This is an optimization exercise on Yosys and OpenROAD, whose aim is small area, not a production implementation. The RTL was checked by simulation tests, not by an equivalence proof against the original design. The clock port is modelled as an ideal driver, which makes a skipped or thinned clock tree look cheaper than it is; a real chip needs a root buffer or a tree. Power figures rest on the tool's default switching activity, not on a simulated workload.

==> flow/design.v <==
`timescale 1ns / 100ps
module dx_spi_core
#(
	parameter DATA_WIDTH = 32,
	parameter DATA_COUNT_WIDTH = 8,
	parameter SCLK_COUNT_WIDTH = 16
)
(
	input wire clk,
	input wire rst,
	input wire [DATA_COUNT_WIDTH-1:0] spi_width_i,
	input wire cpol_i,
	input wire cpha_i,
	input wire [SCLK_COUNT_WIDTH-1:0] sclk_div_i,
	input wire mosi_stb,
	input wire [DATA_WIDTH-1:0] mosi_data_i,
	output wire miso_stb,
	output wire [DATA_WIDTH-1:0] miso_data_o,
	output wire ready_o,
	output reg [2:0] state_o,
	output wire [DATA_COUNT_WIDTH-1:0] data_count_o,
	output wire wr_edge,
	output wire rd_edge,
	output reg sclk,
	output reg mosi,
	input wire miso,
	output wire csn
);
localparam ST_IDLE   = 3'd0;
localparam ST_CONFIG = 3'd1;
localparam ST_PRE    = 3'd2;
localparam ST_EDGE_A = 3'd3;
localparam ST_EDGE_B = 3'd4;
localparam ST_POST   = 3'd5;
reg [2:0] state;
reg [4:0] spi_width;      
reg cpol;
reg cpha;
reg [15:0] sclk_div;
reg [15:0] sclk_count;
reg [5:0] data_count;
reg [31:0] sr;
wire st_idle = (state == ST_IDLE);
wire st_cfg  = (state == ST_CONFIG);
wire st_pre  = (state == ST_PRE);
wire st_a    = (state == ST_EDGE_A);
wire st_b    = (state == ST_EDGE_B);
wire st_post = (state == ST_POST);
wire accept  = st_idle & mosi_stb;
reg cnt_begin;            
wire cnt_done  = (sclk_count == sclk_div);
wire wr_ev = cnt_begin & (cpha ? st_a : (st_pre | st_b));
wire rd_ev = cnt_begin & (cpha ? (st_b | st_post) : st_a);
wire end_ev = cnt_begin & st_post & ~cpha;
wire ld_ok = accept & ~rst;
wire [1:0] w_hi = spi_width_i[4:3];
wire [2:0] w_lo = spi_width_i[2:0];
wire w_32 = (spi_width_i[4:0] == 5'd0);
wire [3:0] hi_gt, hi_eq;     
wire [7:0] lo_ge;            
genvar gi;
generate
	for (gi = 0; gi < 4; gi = gi + 1) begin : g_hi
		assign hi_gt[gi] = ld_ok & (w_32 | (w_hi > gi));
		assign hi_eq[gi] = ld_ok & ~w_32 & (w_hi == gi);
	end
	for (gi = 0; gi < 8; gi = gi + 1) begin : g_lo
		assign lo_ge[gi] = (w_lo >= gi);
	end
endgenerate
wire [31:0] sr_keep;
generate
	for (gi = 0; gi < 32; gi = gi + 1) begin : g_keep
		if (gi == 31)
			assign sr_keep[gi] = ld_ok;
		else if (gi == 0)
			assign sr_keep[gi] = ld_ok & w_32;
		else
			assign sr_keep[gi] = hi_gt[(32 - gi) / 8] | (hi_eq[(32 - gi) / 8] & lo_ge[(32 - gi) % 8]);
	end
endgenerate
always @(posedge clk) begin
	if (st_idle | cnt_done)
		sclk_count <= 16'd0;
	else
		sclk_count <= sclk_count + 1'b1;
	cnt_begin <= st_idle | cnt_done;
end
always @(posedge clk) begin
	if (rst) begin
		state <= ST_IDLE;
	end else begin
		case (state)
		ST_IDLE:   if (mosi_stb) state <= ST_CONFIG;
		ST_CONFIG: if (cnt_done) state <= ST_PRE;
		ST_PRE:    if (cnt_done) state <= ST_EDGE_A;
		ST_EDGE_A: if (cnt_done) state <= (data_count[4:0] == spi_width) ? ST_POST : ST_EDGE_B;
		ST_EDGE_B: if (cnt_done) state <= ST_EDGE_A;
		ST_POST:   if (cnt_done) state <= ST_IDLE;
		default:   state <= ST_IDLE;
		endcase
	end
end
always @(posedge clk) begin
	if (rst)
		cpol <= 1'b0;
	else if (accept)
		cpol <= cpol_i;
end
always @(posedge clk) begin
	if (accept) begin
		spi_width <= spi_width_i[4:0];
		cpha      <= cpha_i;
		sclk_div  <= sclk_div_i;
	end
end
wire sr_load  = rst | accept;
wire sr_shift = ~sr_load & rd_ev;
wire sr_hold  = ~sr_load & ~rd_ev;
always @(posedge clk) begin
	sr <= (mosi_data_i & sr_keep)
	    | ({sr[30:0], miso} & {32{sr_shift}})
	    | (sr & {32{sr_hold}});
end
always @(posedge clk) begin
	sclk <= cpol ^ st_a;
end
always @(posedge clk) begin
	if (st_idle | end_ev)
		mosi <= 1'b0;
	else if (wr_ev)
		mosi <= sr[31];
end
always @(posedge clk) begin
	if (st_idle | end_ev)
		data_count <= 6'd0;
	else if (wr_ev)
		data_count <= data_count + 1'b1;
end
wire st_bp = st_b | st_post;
wire first_a = (state_o == ST_PRE);    
assign wr_edge = cpha ? ((st_a & ~cnt_begin) | (st_bp & cnt_begin))
                      : (((st_pre | st_b) & ~cnt_begin) | (st_a & cnt_begin));
assign rd_edge = cpha ? ((st_a & cnt_begin & ~first_a) | (st_bp & ~cnt_begin) | miso_stb)
                      : ((st_a & ~cnt_begin) | (st_bp & cnt_begin));
always @(posedge clk) begin
	state_o <= state;
end
assign miso_stb = st_idle & (state_o == ST_POST);
assign ready_o = st_idle & ~miso_stb;
assign csn = ready_o | st_cfg | (st_pre & cnt_begin);
assign miso_data_o = sr;
assign data_count_o = {2'b00, data_count};
endmodule
clock: 5.0 ns
lec_check: 0
cap_margin: 20
core_margin: 2
core_utilization: 40
slew_margin: 20
standard.sh (not shown) runs the stock make flow with config.mk's settings and CLKGATE_MAP_FILE= SYNTH_SCRIPT=/design/flow/synth_recipe.tcl, a recipe that flattens the netlist after the stock synthesis.
==> flow/flow/run.sh <==
#!/bin/bash
# The standard layout (standard.sh) with these changes:
#  - synthesis maps the logic with an area-oriented ABC script (synth_area.tcl),
#  - the port buffers are the smallest buffer cell (buf_1),
#  - the clock tree uses clkbuf_8 and no dummy loads; after CTS, clock
#    buffers driving at most CLK_SMALL_FANOUT pins become clkbuf_4.
set -euo pipefail
here=$(pwd)
export AREA_ABC_SCRIPT="$here/flow/area.abc"
export BUFFER_PORTS_ARGS="-buffer_cell sky130_fd_sc_hd__buf_1"
export CTS_ARGS="-sink_clustering_enable -repair_clock_nets -dont_use_dummy_load -buf_list sky130_fd_sc_hd__clkbuf_8"
export POST_CTS_TCL="$here/flow/clk_resize.tcl"
export CLK_SMALL_FANOUT=10
sed "s#SYNTH_SCRIPT=[^ ]*#SYNTH_SCRIPT=$here/flow/synth_area.tcl#" standard.sh > standard_area.sh
grep -q "SYNTH_SCRIPT=$here/flow/synth_area.tcl" standard_area.sh
bash standard_area.sh > standard.log 2>&1
Other scripts of this flow, unchanged in this note and not shown: flow/flow/area.abc, flow/flow/clk_resize.tcl, flow/flow/synth_area.tcl
Then changed:
--- a/flow/design.v
+++ b/flow/design.v
@@ -50,35 +50,19 @@
 reg cnt_begin;            
 wire cnt_done  = (sclk_count == sclk_div);
 wire wr_ev = cnt_begin & (cpha ? st_a : (st_pre | st_b));
 wire rd_ev = cnt_begin & (cpha ? (st_b | st_post) : st_a);
 wire end_ev = cnt_begin & st_post & ~cpha;
-wire ld_ok = accept & ~rst;
-wire [1:0] w_hi = spi_width_i[4:3];
-wire [2:0] w_lo = spi_width_i[2:0];
-wire w_32 = (spi_width_i[4:0] == 5'd0);
-wire [3:0] hi_gt, hi_eq;     
-wire [7:0] lo_ge;            
+wire [4:0] w_in = spi_width_i[4:0];
+wire [31:0] keep;
 genvar gi;
-generate
-	for (gi = 0; gi < 4; gi = gi + 1) begin : g_hi
-		assign hi_gt[gi] = ld_ok & (w_32 | (w_hi > gi));
-		assign hi_eq[gi] = ld_ok & ~w_32 & (w_hi == gi);
-	end
-	for (gi = 0; gi < 8; gi = gi + 1) begin : g_lo
-		assign lo_ge[gi] = (w_lo >= gi);
-	end
-endgenerate
-wire [31:0] sr_keep;
 generate
 	for (gi = 0; gi < 32; gi = gi + 1) begin : g_keep
 		if (gi == 31)
-			assign sr_keep[gi] = ld_ok;
-		else if (gi == 0)
-			assign sr_keep[gi] = ld_ok & w_32;
+			assign keep[gi] = ~rst;
 		else
-			assign sr_keep[gi] = hi_gt[(32 - gi) / 8] | (hi_eq[(32 - gi) / 8] & lo_ge[(32 - gi) % 8]);
+			assign keep[gi] = ~rst & ((w_in == 5'd0) | ({1'b0, w_in} >= 6'd32 - gi));
 	end
 endgenerate
 always @(posedge clk) begin
 	if (st_idle | cnt_done)
 		sclk_count <= 16'd0;
@@ -116,11 +100,11 @@
 end
 wire sr_load  = rst | accept;
 wire sr_shift = ~sr_load & rd_ev;
 wire sr_hold  = ~sr_load & ~rd_ev;
 always @(posedge clk) begin
-	sr <= (mosi_data_i & sr_keep)
+	sr <= (mosi_data_i & keep & {32{accept}})
 	    | ({sr[30:0], miso} & {32{sr_shift}})
 	    | (sr & {32{sr_hold}});
 end
 always @(posedge clk) begin
 	sclk <= cpol ^ st_a;
The changed run completed without violations; design area hardly moves; first-iteration DRC count went up by 6.7%; worst hold slack hardly moves; worst setup slack gets worse by 0.24 ns; count of clock-buffer cells in the layout does not change; register-to-register slack got worse by 0.44 ns; synthesized cell count went up by 2.5%; sequential power falls by about 1%.

* * *

RTL: the design.v shown in full above, as it stands there.
Settings: LEC_CHECK=0, CAP_MARGIN=20, CORE_MARGIN=2, CORE_UTILIZATION=40, SLEW_MARGIN=20; clock period 5.0 ns.
==> flow/flow/run.sh <==
#!/bin/bash
# The standard layout (standard.sh) with these changes:
#  - synthesis maps the logic with an area-oriented ABC script (synth_area.tcl),
#  - the port buffers are the smallest buffer cell (buf_1),
#  - after CTS, the clock tree is replaced by one level of three clkbuf_16,
#    each driving a band of flip-flops (clk_tree.tcl).
#  - buf_4 buffers added by placement repair become buf_2 (buf_down.tcl).
set -euo pipefail
here=$(pwd)
export AREA_ABC_SCRIPT="$here/flow/area.abc"
export BUFFER_PORTS_ARGS="-buffer_cell sky130_fd_sc_hd__buf_1"
export CTS_ARGS="-sink_clustering_enable -repair_clock_nets -dont_use_dummy_load -buf_list sky130_fd_sc_hd__clkbuf_8"
export POST_CTS_TCL="$here/flow/clk_tree.tcl"
export POST_GLOBAL_PLACE_TCL="$here/flow/buf_down.tcl"
export CLK_TREE_K=3
export CLK_TREE_BUF=sky130_fd_sc_hd__clkbuf_16
sed "s#SYNTH_SCRIPT=[^ ]*#SYNTH_SCRIPT=$here/flow/synth_area.tcl#" standard.sh > standard_area.sh
grep -q "SYNTH_SCRIPT=$here/flow/synth_area.tcl" standard_area.sh
bash standard_area.sh > standard.log 2>&1
Other scripts of this flow, unchanged in this note and not shown: flow/flow/area.abc, flow/flow/buf_down.tcl, flow/flow/clk_tree.tcl, flow/flow/synth_area.tcl
The first run finished with timing, DRC and antenna clean.
Then changed:
--- a/flow/design.v
+++ b/flow/design.v
@@ -48,7 +48,7 @@
 wire st_post = (state == ST_POST);
 wire accept  = st_idle & mosi_stb;
 reg cnt_begin;            
-wire cnt_done  = (sclk_count == sclk_div);
+wire cnt_done  = ~cnt_begin & (sclk_count == 16'd1);
 wire wr_ev = cnt_begin & (cpha ? st_a : (st_pre | st_b));
 wire rd_ev = cnt_begin & (cpha ? (st_b | st_post) : st_a);
 wire end_ev = cnt_begin & st_post & ~cpha;
@@ -80,10 +80,10 @@
 	end
 endgenerate
 always @(posedge clk) begin
-	if (st_idle | cnt_done)
-		sclk_count <= 16'd0;
+	if (cnt_begin)
+		sclk_count <= sclk_div;
 	else
-		sclk_count <= sclk_count + 1'b1;
+		sclk_count <= sclk_count - 1'b1;
 	cnt_begin <= st_idle | cnt_done;
 end
 always @(posedge clk) begin
Area after synthesis goes down by 0.82%.
Global-route usage hardly moves.
Critical path depth goes down by 2.
Total power goes up by 8.9%.
Utilization goes down by 0.14 points.
Worst hold slack loses 0.012 ns.
In every run of this note, the design's own scripts or RTL, not TritonCTS, make the clock network.

re-timing with driven ports:
The results above use ideal ports. As a check the final layouts listed here were re-extracted and re-timed, cells and wires unchanged. Step 1 sets driving cells, clkbuf_16 on the clock port and buf_2 on the other inputs (assumed; they add their load-dependent delay and slew). Step 2 also shifts input and output timing later by t, the mid clock arrival at the registers, as if the neighbouring blocks saw the same clock. a / b / c = ideal / step 1 / step 2; a / b = the first two.
| run | t (ns) | slack for setup (ns) | worst register clock-pin slew, ns | worst slew at a driven data input, ns |
|---|---|---|---|---|
| the first run of note 1 | 0.374 | 1.837 / 1.840 / 1.466 | 0.11 / 0.11 | 0.05 |
| the second run of note 1 | 0.372 | 1.598 / 1.567 / 1.287 | 0.11 / 0.11 | 0.04 |
| the first run of note 2 | 0.223 | 1.690 / 1.725 / 1.502 | 0.11 / 0.11 | 0.06 |
| the second run of note 2 | 0.224 | 1.802 / 1.837 / 1.613 | 0.11 / 0.11 | 0.05 |
After both steps every run listed still meets setup and hold. For the first run of note 1, which loses most, drivers alone change the setup slack by +0.003 ns; drivers and shift together by -0.371 ns.
